Source: an optimization exercise on an open RTL-to-GDS flow (aim: small area, a short achievable clock period and few clock cycles). Production flows keep margins and buffers that such runs may drop.
RTL that was checked went through simulation tests only; none was proved equivalent to the original.
Power figures rest on the tool's default switching activity, not on a simulated workload.

## run a
## qr_decode
module qr_decode(
    input clk,
    input srstn,
    input qr_decode_start,
    input sram_rdata,
    output [11:0] sram_raddr,
    output reg decode_valid,
    output reg [7:0] decode_jis8_code,
    output reg qr_decode_finish
  );
Size: ~34 flip-flops, about 26 I/O pins, ~1600 µm² of cells after synthesis.
==> module qr_decode, before the edit <==
module qr_decode(
    input clk,
    input srstn,
    input qr_decode_start,
    input sram_rdata,
    output [11:0] sram_raddr,
    output reg decode_valid,
    output reg [7:0] decode_jis8_code,
    output reg qr_decode_finish
  );
  reg [4:0] r, c;       
  reg R1, R2;           
  reg [2:0] m;          
  reg [2:0] b;          
  reg [4:0] nb;         
  reg hdr;              
  assign sram_raddr = {1'b0, r, 1'b0, c};
  wire fmt = ~c[4] & ~c[3];
  wire up = c[1];
  wire at_top = c[4] ? (~r[4] & ~r[2] & ~r[1]) : ~(r[4] | r[3] | r[2] | r[1] | r[0]);   
  wire at_bot = r[4] & r[3];                                                           
  wire turn = c[0] & (up ? at_top : at_bot);
  wire sk6 = ~r[4] & ~r[3] & r[2] & r[0] & ~(r[1] ^ up);                  
  wire al_up = c[4] & ~c[2] & up & r[4] & ~r[3] & r[2] & ~r[1] & r[0];     
  wire al_dn = c[4] & ~c[2] & ~up & ~r[4] & r[3] & r[2] & r[1] & r[0];    
  wire al = al_up | al_dn;
  wire x = sk6 | al;
  wire [3:0] d = r[3:0] ^ {4{up}};
  wire t1 = d[0], t2 = d[1] & d[0], t3 = d[2] & t2, t4 = d[3] & t3;      
  wire [4:0] rt = {t4 | al, t3 | al, t2 & ~x, t1 | x, ~x};                
  wire rowmove = ~fmt & c[0] & ~turn;
  wire [4:0] frow = {{4{fmt & c[2]}}, 1'b0};                                
  wire [4:0] nr = r ^ (rowmove ? rt : frow);
  wire alc = ~c[4] & c[3] & c[2] & c[1] & c[0] & r[4] & ~r[3] & ~(r[2] & r[1]) & (r[2] | r[1] | r[0]);
  wire hold = c[0] & (turn | alc);
  wire [3:1] e = c[3:1] ^ {3{~c[0]}};
  wire [4:0] tc = {e[3] & e[2] & e[1], e[2] & e[1], e[1], 1'b1, 1'b1};   
  wire [4:0] tf = c[2] ? 5'b11100 : c[0] ? 5'b00111 : {4'b0, qr_decode_start};
  wire [4:0] tcol = fmt ? tf : hold ? {4'b0, ~alc} : tc;
  wire [4:0] nc = c ^ tcol;
  wire R0 = ~R1 & ~R2;
  wire rdn = up ^ sk6;
  wire nR1 = fmt ? 1'b1 : (rowmove & ~al) ? (rdn ? R2 : R0) : R1;
  wire nR2 = fmt ? 1'b0 : (rowmove & ~al) ? (rdn ? R0 : R1) : R2;
  wire C0 = (~c[0] & ~c[1] & c[3]) | (~c[0] & c[1] & ~c[2]) | (c[0] & c[1] & c[2] & ~c[4]) | (c[0] & ~c[1] & c[2] & ~c[3]);
  wire C1 = (c[0] & ~c[1] & c[3]) | (~c[0] & c[1] & c[2] & c[4]) | (c[0] & c[1] & ~c[2] & c[4]) | (~c[0] & ~c[1] & ~c[2] & ~c[3]);
  wire C2 = ~C0 & ~C1;
  wire C3o = (c[1] & c[2] & ~c[3]) | (~c[1] & ~c[2] & ~c[3]) | (c[0] & c[1] & c[3]) | (c[0] & ~c[1] & ~c[3]);   
  wire a = r[0] & c[0];
  wire s = r[0] ^ c[0];
  wire q0 = R0 | C0;
  wire q1 = (R1 & C1) | (R2 & C2);
  wire z3 = (R0 & C0) | (R1 & C2) | (R2 & C1);
  reg mk;
  always @* begin
    case (m ^ 3'b101)
      3'd0: mk = ~s;
      3'd1: mk = ~r[0];
      3'd2: mk = C0;
      3'd3: mk = z3;
      3'd4: mk = ~(r[1] ^ C3o);
      3'd5: mk = ~a & q0;
      3'd6: mk = ~(a ^ q1);
      default: mk = ~(s ^ q1);
    endcase
  end
  wire bit_in = sram_rdata ^ mk;
  wire last_bit = (b == 3'd7);
  always @(posedge clk) begin
    if (~srstn) begin
      r <= 5'd8;
      c <= 5'd2;
      hdr <= 1'b1;
      decode_valid <= 1'b0;
      qr_decode_finish <= 1'b0;
    end else begin
      r <= nr;
      c <= nc;
      if (~fmt && last_bit) hdr <= 1'b0;
      decode_valid <= ~hdr & last_bit;
      qr_decode_finish <= ~hdr & ((last_bit & (nb == 5'd1)) | (nb == 5'd0));
    end
    R1 <= nR1;
    R2 <= nR2;
    if (fmt) m <= {m[1:0], sram_rdata};
    b <= fmt ? 3'd0 : b + 3'd1;
    if (hdr) nb <= {decode_jis8_code[3:0], bit_in};
    else if (last_bit) nb <= nb - 5'd1;
    decode_jis8_code <= {decode_jis8_code[6:0], bit_in};
  end
endmodule
==> flow/config.mk <==
export PLATFORM = sky130hd
export DESIGN_NAME = qr_decode
export DESIGN_NICKNAME = qr_decode
export VERILOG_FILES = /design/flow/design.v
export SDC_FILE = /design/flow/constraint.sdc
export NUM_CORES = 4
export LEC_CHECK = 0
export CAP_MARGIN = 20
export CORE_MARGIN = 2
export CORE_UTILIZATION = 40
export SLEW_MARGIN = 20
==> flow/constraint.sdc <==
create_clock -name core_clock -period 9.0 [get_ports {clk}]
set_input_delay 1.8000 -clock core_clock [delete_from_list [all_inputs] [get_ports {clk}]]
set_output_delay 1.8000 -clock core_clock [all_outputs]
set_load 0.01 [all_outputs]
standard.sh (not shown) runs the stock make flow with config.mk's settings and CLKGATE_MAP_FILE= SYNTH_SCRIPT=/design/flow/synth_recipe.tcl, a recipe that flattens the netlist after the stock synthesis.
==> flow/flow/run.sh <==
#!/bin/bash
# ORFS layout of the design with three changes to how it is made (the
# constraints are unchanged):
#  - synthesis maps the logic with an area-oriented ABC script and without
#    half/full-adder extraction (registers are mapped exactly as before);
#  - ports are buffered with buf_2 instead of the slow delay buffer;
#  - timing repair aims for more setup slack than the clock period needs.
set -euo pipefail
rm -rf myscripts
cp -r "$FLOW_HOME/scripts" myscripts
printf 'strash\ndch -f\namap\ntopo\n' > myscripts/abc_speed.script
export SCRIPTS_DIR="$PWD/myscripts"
export ADDER_MAP_FILE=
export BUFFER_PORTS_ARGS="-buffer_cell sky130_fd_sc_hd__buf_2"
export SETUP_SLACK_MARGIN=6.3
bash standard.sh > standard.log 2>&1
Run a ran to completion and came out clean on the timing, DRC and antenna checks.
Relative to run a, the following input files were edited for run b:
--- a/flow/design.v
+++ b/flow/design.v
@@ -27,22 +27,22 @@
   wire x = sk6 | al;
   wire [3:0] d = r[3:0] ^ {4{up}};
   wire t1 = d[0], t2 = d[1] & d[0], t3 = d[2] & t2, t4 = d[3] & t3;      
   wire [4:0] rt = {t4 | al, t3 | al, t2 & ~x, t1 | x, ~x};                
   wire rowmove = ~fmt & c[0] & ~turn;
-  wire [4:0] frow = {{4{fmt & c[2]}}, 1'b0};                                
+  wire [4:0] frow = {{3{fmt & c[2]}}, 1'b0, fmt & c[2]};                   
   wire [4:0] nr = r ^ (rowmove ? rt : frow);
   wire alc = ~c[4] & c[3] & c[2] & c[1] & c[0] & r[4] & ~r[3] & ~(r[2] & r[1]) & (r[2] | r[1] | r[0]);
   wire hold = c[0] & (turn | alc);
   wire [3:1] e = c[3:1] ^ {3{~c[0]}};
   wire [4:0] tc = {e[3] & e[2] & e[1], e[2] & e[1], e[1], 1'b1, 1'b1};   
-  wire [4:0] tf = c[2] ? 5'b11100 : c[0] ? 5'b00111 : {4'b0, qr_decode_start};
+  wire [4:0] tf = c[2] ? 5'b10011 : c[0] ? 5'b00111 : {4'b0, qr_decode_start};
   wire [4:0] tcol = fmt ? tf : hold ? {4'b0, ~alc} : tc;
   wire [4:0] nc = c ^ tcol;
   wire R0 = ~R1 & ~R2;
   wire rdn = up ^ sk6;
-  wire nR1 = fmt ? 1'b1 : (rowmove & ~al) ? (rdn ? R2 : R0) : R1;
+  wire nR1 = fmt ? 1'b0 : (rowmove & ~al) ? (rdn ? R2 : R0) : R1;
   wire nR2 = fmt ? 1'b0 : (rowmove & ~al) ? (rdn ? R0 : R1) : R2;
   wire C0 = (~c[0] & ~c[1] & c[3]) | (~c[0] & c[1] & ~c[2]) | (c[0] & c[1] & c[2] & ~c[4]) | (c[0] & ~c[1] & c[2] & ~c[3]);
   wire C1 = (c[0] & ~c[1] & c[3]) | (~c[0] & c[1] & c[2] & c[4]) | (c[0] & c[1] & ~c[2] & c[4]) | (~c[0] & ~c[1] & ~c[2] & ~c[3]);
   wire C2 = ~C0 & ~C1;
   wire C3o = (c[1] & c[2] & ~c[3]) | (~c[1] & ~c[2] & ~c[3]) | (c[0] & c[1] & c[3]) | (c[0] & ~c[1] & ~c[3]);   
@@ -81,11 +81,11 @@
       qr_decode_finish <= ~hdr & ((last_bit & (nb == 5'd1)) | (nb == 5'd0));
     end
     R1 <= nR1;
     R2 <= nR2;
     if (fmt) m <= {m[1:0], sram_rdata};
-    b <= fmt ? 3'd0 : b + 3'd1;
+    b <= fmt ? 3'd3 : b + 3'd1;           
     if (hdr) nb <= {decode_jis8_code[3:0], bit_in};
     else if (last_bit) nb <= nb - 5'd1;
     decode_jis8_code <= {decode_jis8_code[6:0], bit_in};
   end
 endmodule
### Flow results
Diff run a -> run b: total power roughly the same, instance count of the mapped netlist higher, die outline area roughly the same, sequential share of layout area lower. Across run a and run b, none had a timing, DRC or antenna violation. Run b vs. run a: non-clock buffer count now larger; final cell utilization of the core picked up an extra 1.8 points. Clock share of power: lower on run b. Row clock-cell share of area: run b lower / run a higher.
No functional check of the RTL was part of any run of this note.

========
Another version of the RTL of qr_decode (not shown whole).
Size: roughly 210 cells after synthesis, roughly 34 flip-flops, ~26 I/O pins, ~0.0020 sq mm of cells after synthesis.
==> module qr_decode, before the edit <==
module qr_decode(
    input clk,
    input srstn,
    input qr_decode_start,
    input sram_rdata,
    output [11:0] sram_raddr,
    output reg decode_valid,
    output reg [7:0] decode_jis8_code,
    output reg qr_decode_finish
  );
  reg [4:0] r, c;       
  reg R1, R2;           
  reg [2:0] m;          
  reg [2:0] b;          
  reg [4:0] nb;         
  reg hdr;              
  assign sram_raddr = {1'b0, r, 1'b0, c};
  wire fmt = ~c[4] & ~c[3];
  wire up = c[1];
  wire at_top = c[4] ? (~r[4] & ~r[2] & ~r[1]) : ~(r[4] | r[3] | r[2] | r[1] | r[0]);   
  wire at_bot = r[4] & r[3];                                                           
  wire turn = c[0] & (up ? at_top : at_bot);
  wire sk6 = ~r[4] & ~r[3] & r[2] & r[0] & ~(r[1] ^ up);                  
  wire al_up = c[4] & ~c[2] & up & r[4] & ~r[3] & r[2] & ~r[1] & r[0];     
  wire al_dn = c[4] & ~c[2] & ~up & ~r[4] & r[3] & r[2] & r[1] & r[0];    
  wire al = al_up | al_dn;
  wire x = sk6 | al;
  wire [3:0] d = r[3:0] ^ {4{up}};
  wire t1 = d[0], t2 = d[1] & d[0], t3 = d[2] & t2, t4 = d[3] & t3;      
  wire [4:0] rt = {t4 | al, t3 | al, t2 & ~x, t1 | x, ~x};                
  wire rowmove = ~fmt & c[0] & ~turn;
  wire [4:0] frow = {{4{fmt & c[2]}}, 1'b0};                                
  wire [4:0] nr = r ^ (rowmove ? rt : frow);
  wire alc = ~c[4] & c[3] & c[2] & c[1] & c[0] & r[4] & ~r[3] & ~(r[2] & r[1]) & (r[2] | r[1] | r[0]);
  wire hold = c[0] & (turn | alc);
  wire [3:1] e = c[3:1] ^ {3{~c[0]}};
  wire [4:0] tc = {e[3] & e[2] & e[1], e[2] & e[1], e[1], 1'b1, 1'b1};   
  wire [4:0] tf = c[2] ? 5'b11100 : c[0] ? 5'b00111 : {4'b0, qr_decode_start};
  wire [4:0] tcol = fmt ? tf : hold ? {4'b0, ~alc} : tc;
  wire [4:0] nc = c ^ tcol;
  wire R0 = ~R1 & ~R2;
  wire rdn = up ^ sk6;
  wire nR1 = fmt ? (R1 | c[2]) : (rowmove & ~al) ? (rdn ? R2 : R0) : R1;
  wire nR2 = fmt ? R2 & ~c[2] : (rowmove & ~al) ? (rdn ? R0 : R1) : R2;
  wire C0 = (~c[0] & ~c[1] & c[3]) | (~c[0] & c[1] & ~c[2]) | (c[0] & c[1] & c[2] & ~c[4]) | (c[0] & ~c[1] & c[2] & ~c[3]);
  wire C1 = (c[0] & ~c[1] & c[3]) | (~c[0] & c[1] & c[2] & c[4]) | (c[0] & c[1] & ~c[2] & c[4]) | (~c[0] & ~c[1] & ~c[2] & ~c[3]);
  wire C2 = ~C0 & ~C1;
  wire C3o = (c[1] & c[2] & ~c[3]) | (~c[1] & ~c[2] & ~c[3]) | (c[0] & c[1] & c[3]) | (c[0] & ~c[1] & ~c[3]);   
  wire a = r[0] & c[0];
  wire s = r[0] ^ c[0];
  wire q0 = R0 | C0;
  wire q1 = (R1 & C1) | (R2 & C2);
  wire z3 = (R0 & C0) | (R1 & C2) | (R2 & C1);
  reg mk;
  always @* begin
    case (m ^ 3'b101)
      3'd0: mk = ~s;
      3'd1: mk = ~r[0];
      3'd2: mk = C0;
      3'd3: mk = z3;
      3'd4: mk = ~(r[1] ^ C3o);
      3'd5: mk = ~a & q0;
      3'd6: mk = ~(a ^ q1);
      default: mk = ~(s ^ q1);
    endcase
  end
  wire bit_in = sram_rdata ^ mk;
  wire last_bit = (b == 3'd7);
  always @(posedge clk) begin
    if (~srstn) begin
      r <= 5'd8;
      c <= 5'd2;
      R1 <= 1'b0;
      R2 <= 1'b1;
      hdr <= 1'b1;
      decode_valid <= 1'b0;
      qr_decode_finish <= 1'b0;
    end else begin
      r <= nr;
      c <= nc;
      R1 <= nR1;
      R2 <= nR2;
      if (~fmt && last_bit) hdr <= 1'b0;
      decode_valid <= ~hdr & last_bit;
      qr_decode_finish <= ~hdr & ((last_bit & (nb == 5'd1)) | (nb == 5'd0));
    end
    if (fmt) m <= {m[1:0], sram_rdata};
    b <= fmt ? 3'd0 : b + 3'd1;
    if (hdr) nb <= {decode_jis8_code[3:0], bit_in};
    else if (last_bit) nb <= nb - 5'd1;
    decode_jis8_code <= {decode_jis8_code[6:0], bit_in};
  end
endmodule
Settings: LEC_CHECK=0, CAP_MARGIN=20, CORE_MARGIN=2, CORE_UTILIZATION=40, SLEW_MARGIN=20; clock period 9.0 ns.
==> flow/flow/run.sh <==
#!/bin/bash
# Standard ORFS layout, with faster port buffers and timing repair aimed
# past the clock period (the constraints themselves are unchanged).
set -euo pipefail
export BUFFER_PORTS_ARGS="-buffer_cell sky130_fd_sc_hd__buf_2"
export SETUP_SLACK_MARGIN=6.5
bash standard.sh > standard.log 2>&1
Testbench counts at the start, summed over its fixed seeds: cycles 16,184.
Edit:
--- a/flow/design.v
+++ b/flow/design.v
@@ -17,26 +17,31 @@
   assign sram_raddr = {1'b0, r, 1'b0, c};
   wire fmt = ~c[4] & ~c[3];
   wire up = c[1];
-  wire at_top = c[4] ? (~r[4] & ~r[2] & ~r[1]) : ~(r[4] | r[3] | r[2] | r[1] | r[0]);   
-  wire at_bot = r[4] & r[3];                                                           
-  wire turn = c[0] & (up ? at_top : at_bot);
-  wire sk6 = ~r[4] & ~r[3] & r[2] & r[0] & ~(r[1] ^ up);                  
-  wire al_up = c[4] & ~c[2] & up & r[4] & ~r[3] & r[2] & ~r[1] & r[0];     
-  wire al_dn = c[4] & ~c[2] & ~up & ~r[4] & r[3] & r[2] & r[1] & r[0];    
-  wire al = al_up | al_dn;
-  wire x = sk6 | al;
-  wire [3:0] d = r[3:0] ^ {4{up}};
-  wire t1 = d[0], t2 = d[1] & d[0], t3 = d[2] & t2, t4 = d[3] & t3;      
-  wire [4:0] rt = {t4 | al, t3 | al, t2 & ~x, t1 | x, ~x};                
+  wire at_top = c[4] ? (~r[4] & ~r[2] & ~r[1]) : (r == 5'd0);    
+  wire at_bot = r[4] & r[3];                                      
+  wire turn = up ? at_top : at_bot;
+  wire sk6 = ~r[4] & ~r[3] & r[2] & r[0] & (r[1] == up);         
+  wire al  = c[4] & ~c[2] & (up ? (r == 5'd21) : (r == 5'd15));  
+  wire [4:0] d = r ^ {5{up}};
+  wire [4:0] tr = {d[3] & d[2] & d[1] & d[0], d[2] & d[1] & d[0], d[1] & d[0], d[0], 1'b1};
+  wire [4:0] rt = al ? 5'b11010 : sk6 ? 5'b00010 : tr;            
+  wire [4:0] e = c ^ {5{~c[0]}};
+  wire [4:0] tc = {e[3] & e[2] & e[1], e[2] & e[1], e[1], 1'b1, 1'b1};  
+  wire alc = ~c[4] & c[3] & c[2] & c[1] & c[0] & r[4] & ~r[3] & ~(r[2] & r[1]) & (r[2] | r[1] | r[0]);
   wire rowmove = ~fmt & c[0] & ~turn;
-  wire [4:0] frow = {{4{fmt & c[2]}}, 1'b0};                                
+  reg [4:0] tcol, frow;
+  always @* begin
+    frow = 5'd0;
+    if (fmt) begin
+      if (c[2]) begin frow = 5'b11110; tcol = 5'b11100; end      
+      else if (c[0]) tcol = 5'b00111;                             
+      else tcol = {4'b0, qr_decode_start};                        
+    end else if (~c[0]) tcol = tc;
+    else if (turn) tcol = 5'b00001;
+    else if (alc) tcol = 5'b00000;
+    else tcol = tc;
+  end
   wire [4:0] nr = r ^ (rowmove ? rt : frow);
-  wire alc = ~c[4] & c[3] & c[2] & c[1] & c[0] & r[4] & ~r[3] & ~(r[2] & r[1]) & (r[2] | r[1] | r[0]);
-  wire hold = c[0] & (turn | alc);
-  wire [3:1] e = c[3:1] ^ {3{~c[0]}};
-  wire [4:0] tc = {e[3] & e[2] & e[1], e[2] & e[1], e[1], 1'b1, 1'b1};   
-  wire [4:0] tf = c[2] ? 5'b11100 : c[0] ? 5'b00111 : {4'b0, qr_decode_start};
-  wire [4:0] tcol = fmt ? tf : hold ? {4'b0, ~alc} : tc;
   wire [4:0] nc = c ^ tcol;
   wire R0 = ~R1 & ~R2;
   wire rdn = up ^ sk6;
After rerunning:
- synthesized cell count went up by 4.2%
- cell area rises by 0.87%
- global-route usage stays flat
- hold slack stays flat
- total power came out higher by 4.0%
- via count climbs by 1.3%
- routed wire length is about the same
- clock skew increases by 0.0039 ns
- combinational power went up by about 2%
- critical path depth stays the same
The RTL of the second run of this note was laid out without a check of its function.

==> afterwards: timing with drivers on the ports <==
The results above use ideal ports. As a check the final layouts listed here were re-extracted and re-timed, cells and wires unchanged.
Step 1, drivers: a clkbuf_16 drives clk and a buf_2 each remaining input, both assumed.
Step 2 adds t to the input delays and takes it off the output delays; t is the mean of the earliest and latest rising clock arrival at the registers after step 1. Input paths then give back, and output paths get back, about the clock's delay inside the block.
Three values: ideal ports, drivers, drivers and shift; two values: the first two.
| run | t, ns | setup WS [ns] | hold slack, ns |
|---|---|---|---|
| run a | 0.306 | 6.300 / 6.276 / 6.179 | 0.349 / 0.349 / 0.349 |
| run b | 0.311 | 6.208 / 6.208 / 6.124 | 0.351 / 0.351 / 0.351 |
| the first run of note 2 | 0.317 | 6.386 / 6.358 / 6.232 | 0.358 / 0.358 / 0.358 |
| the second run of note 2 | 0.312 | 6.417 / 6.390 / 6.238 | 0.361 / 0.361 / 0.361 |
After both steps every run listed still meets setup and hold. The setup slack of the second run of note 2, which loses most, moves by -0.027 ns with the drivers and by -0.179 ns with both steps.
